From an optimization exercise on the open Yosys and OpenROAD flow, aimed at small area, a short achievable clock period and few clock cycles; shortcuts taken in it are not production practice.
The RTL was checked by simulation tests, not by an equivalence proof against the original design.
Power and IR drop assume default switching activity.

Design datapath, start of the top module:
module datapath (
    input wire clk,
    input wire rst,
    input wire load_Mem,
    input wire [16-1:0] user_inst_write,
    input wire [12-1:0] user_inst_addr,
    input wire user_inst_wen,
    input wire ap_start, resume,
    output wire [16*6-1:0] rf_out,
    output wire [16*12-1:0] mem_out,
    output wire ap_start_debug,
    output wire halt
);
==> flow/config.mk <==
export PLATFORM = sky130hd
export DESIGN_NAME = datapath
export DESIGN_NICKNAME = datapath
export VERILOG_FILES = /design/flow/design.v
export SDC_FILE = /design/flow/constraint.sdc
export NUM_CORES = 4
export LEC_CHECK = 0
export CAP_MARGIN = 20
export CORE_MARGIN = 2
export CORE_UTILIZATION = 26
export CTS_BUF_LIST = sky130_fd_sc_hd__clkbuf_4 sky130_fd_sc_hd__clkbuf_8
export PLACE_DENSITY = 0.45
export SETUP_SLACK_MARGIN = 4.0
export SLEW_MARGIN = 20
export TNS_END_PERCENT = 5
==> flow/constraint.sdc <==
create_clock -name core_clock -period 8.0 [get_ports {clk}]
set_input_delay 1.6000 -clock core_clock [delete_from_list [all_inputs] [get_ports {clk}]]
set_output_delay 1.6000 -clock core_clock [all_outputs]
set_load 0.01 [all_outputs]
standard.sh (not shown) runs the stock make flow with config.mk's settings and CLKGATE_MAP_FILE= SYNTH_SCRIPT=/design/flow/synth_recipe.tcl, a recipe that flattens the netlist after the stock synthesis.
==> flow/flow/run.sh <==
#!/bin/bash
# The standard layout (standard.sh), with one change: the buffers that
# buffer_ports puts on every input and output port are buf_4 cells instead of
# the default choice (a slow delay buffer). Each tool's output goes to its own log.
set -euo pipefail
bash standard.sh synth > synth.log 2>&1
bash standard.sh "BUFFER_PORTS_ARGS=-buffer_cell sky130_fd_sc_hd__buf_4" finish > layout.log 2>&1
The baseline reached the layout checks and failed them: antenna violations.
Testbench counts at the start, summed over its fixed seeds: cycles 28,899.
Next try:
==> flow/run.sh (new file) <==
#!/bin/bash
# synth_recipe.tcl (not shown) runs the flow's synth.tcl, then flattens the netlist and writes it again
# the make line also repeats each setting of config.mk as NAME=value (left out here)
make -C /OpenROAD-flow-scripts/flow DESIGN_CONFIG=/design/flow/config.mk WORK_HOME=/design/flow/orfs CLKGATE_MAP_FILE= SYNTH_SCRIPT=/design/flow/synth_recipe.tcl finish
SETUP_SLACK_MARGIN = 4.5   (was 4.0)
removed: flow/flow/run.sh
removed: flow/standard.sh
=>
- The new run completed with no timing, DRC or antenna violations
- cell area grows by 3.0%
- non-clock buffer count grows by 181
- global-route usage grows by 0.20 points
- cell count grows by 1.5%
- total power grows by 3.4%
Next try:
SETUP_SLACK_MARGIN = 5.0   (was 4.5)
=> The new run completed with no timing, DRC or antenna violations; sequential share of layout area drops by 0.86 points; combinational power came out higher by about 4%; via count goes up by 0.80%; maximum frequency went up by 1.2%; worst setup slack improves by 56 ps; die area stays the same.
Next try:
==> flow/flow/run.sh (new file) <==
#!/bin/bash
# The standard layout (standard.sh), with two changes:
#  - the buffers that buffer_ports puts on every input and output port are buf_4
#    cells instead of the default choice (a slow delay buffer);
#  - antenna repair may take up to 15 rounds after global and detailed routing.
# Synthesis is the standard one. Each tool's output goes to its own log.
set -euo pipefail
bash standard.sh synth > synth.log 2>&1
bash standard.sh "BUFFER_PORTS_ARGS=-buffer_cell sky130_fd_sc_hd__buf_4" MAX_REPAIR_ANTENNAS_ITER_GRT=15 MAX_REPAIR_ANTENNAS_ITER_DRT=15 finish > layout.log 2>&1
==> flow/standard.sh (new file) <==
#!/bin/bash
# synth_recipe.tcl (not shown) runs the flow's synth.tcl, then flattens the netlist and writes it again
# the make line also repeats each setting of config.mk as NAME=value (left out here)
make -C /OpenROAD-flow-scripts/flow DESIGN_CONFIG=/design/flow/config.mk WORK_HOME=/design/flow/orfs CLKGATE_MAP_FILE= SYNTH_SCRIPT=/design/flow/synth_recipe.tcl "${@:-finish}"
SETUP_SLACK_MARGIN = 4.5   (was 5.0)
removed: flow/run.sh
The changed run ran to the end with no violations. Clock power hardly moves. Register-to-register slack is worse by 230 ps. Final cell count falls by about 2%. Utilization went down by 1.5 points.

* * *

before:
Starting RTL as in the previous note.
clock: 8.0 ns
lec_check: 0
cap_margin: 20
core_margin: 2
core_utilization: 26
cts_buf_list: sky130_fd_sc_hd__clkbuf_4 sky130_fd_sc_hd__clkbuf_8
place_density: 0.45
setup_slack_margin: 4.0
slew_margin: 20
tns_end_percent: 5
==> flow/flow/run.sh <==
#!/bin/bash
# The standard layout (standard.sh), with two changes:
#  - the buffers that buffer_ports puts on every input and output port are buf_4
#    cells instead of the default choice (a slow delay buffer);
#  - timing repair may resize a cell to any drive strength, not only to cells of
#    the same footprint (MATCH_CELL_FOOTPRINT=0);
#  - antenna repair may take up to 15 rounds after global and detailed routing.
# Synthesis is the standard one. Each tool's output goes to its own log.
set -euo pipefail
bash standard.sh synth > synth.log 2>&1
bash standard.sh "BUFFER_PORTS_ARGS=-buffer_cell sky130_fd_sc_hd__buf_4" MATCH_CELL_FOOTPRINT=0 MAX_REPAIR_ANTENNAS_ITER_GRT=15 MAX_REPAIR_ANTENNAS_ITER_DRT=15 finish > layout.log 2>&1
before completed every stage of the flow, and the final layout passed the timing, design-rule and antenna checks.
Testbench counts of before, summed over its fixed seeds: cycles 28,899.
For after, these inputs were changed with respect to before:
==> flow/run.sh (new file) <==
#!/bin/bash
# synth_recipe.tcl (not shown) runs the flow's synth.tcl, then flattens the netlist and writes it again
# the make line also repeats each setting of config.mk as NAME=value (left out here)
make -C /OpenROAD-flow-scripts/flow DESIGN_CONFIG=/design/flow/config.mk WORK_HOME=/design/flow/orfs CLKGATE_MAP_FILE= SYNTH_SCRIPT=/design/flow/synth_recipe.tcl finish
removed: flow/flow/run.sh
removed: flow/standard.sh
Findings:
- Delta(worst-path maximum fanout, after - before) > 0
- Each of the runs, namely before and after, reached the end of the flow and came out clean.
- Post-route fraction of the period consumed by the critical path ends up higher on before.
- Worst hold slack is lower on after
- The tap cell count was comparable across before and after.
- Cell type of the slowest stage on the worst timing path: sky130_fd_sc_hd__a31oi_1 -> before, sky130_fd_sc_hd__dfxtp_4 -> after
- Going from before to after, total power increased by about 0.54% relative to the old numbers; final instance area increased by 720 um^2 relative to the old numbers; worst slack at placement decreased by 0.54 ns relative to the old numbers.
- Launch point of the critical path = ld_lo[7]: after; launch point of the critical path = xs[7]: before
- Vias per cell: before and after compared, higher one is before

-- what the ideal ports hide --
No port has a modelled driver above. Below, the same layouts with a new extraction and two added sets of constraints.
Step 1 assumes that a clkbuf_16 drives the clock port and a buf_2 every other input.
Step 2 moves the port delays by t, midway between the first and last clock arrival at a register: inputs arrive t later, outputs are due t later. That takes back most of the time a late clock gives input paths.
Slacks: ideal / step 1 / step 2; pairs: ideal / step 1.
run | t (ns) | setup WS [ns] | latest minus earliest clock arrival (ns)
the first run of note 1 | 1.200 | 3.265 / 3.265 / 2.569 | 0.165 / 0.165
the second run of note 1 | 1.248 | 3.350 / 3.350 / 2.298 | 0.108 / 0.108
the third run of note 1 | 1.233 | 3.406 / 3.406 / 2.189 | 0.092 / 0.092
the fourth run of note 1 | 1.240 | 3.172 / 3.172 / 2.445 | 0.162 / 0.163
before | 1.212 | 3.075 / 3.075 / 2.429 | 0.135 / 0.135
after | 1.240 | 3.179 / 3.179 / 2.256 | 0.154 / 0.154
For the third run of note 1, which loses most, drivers alone change the setup slack by 0.000 ns; drivers and shift together by -1.217 ns.
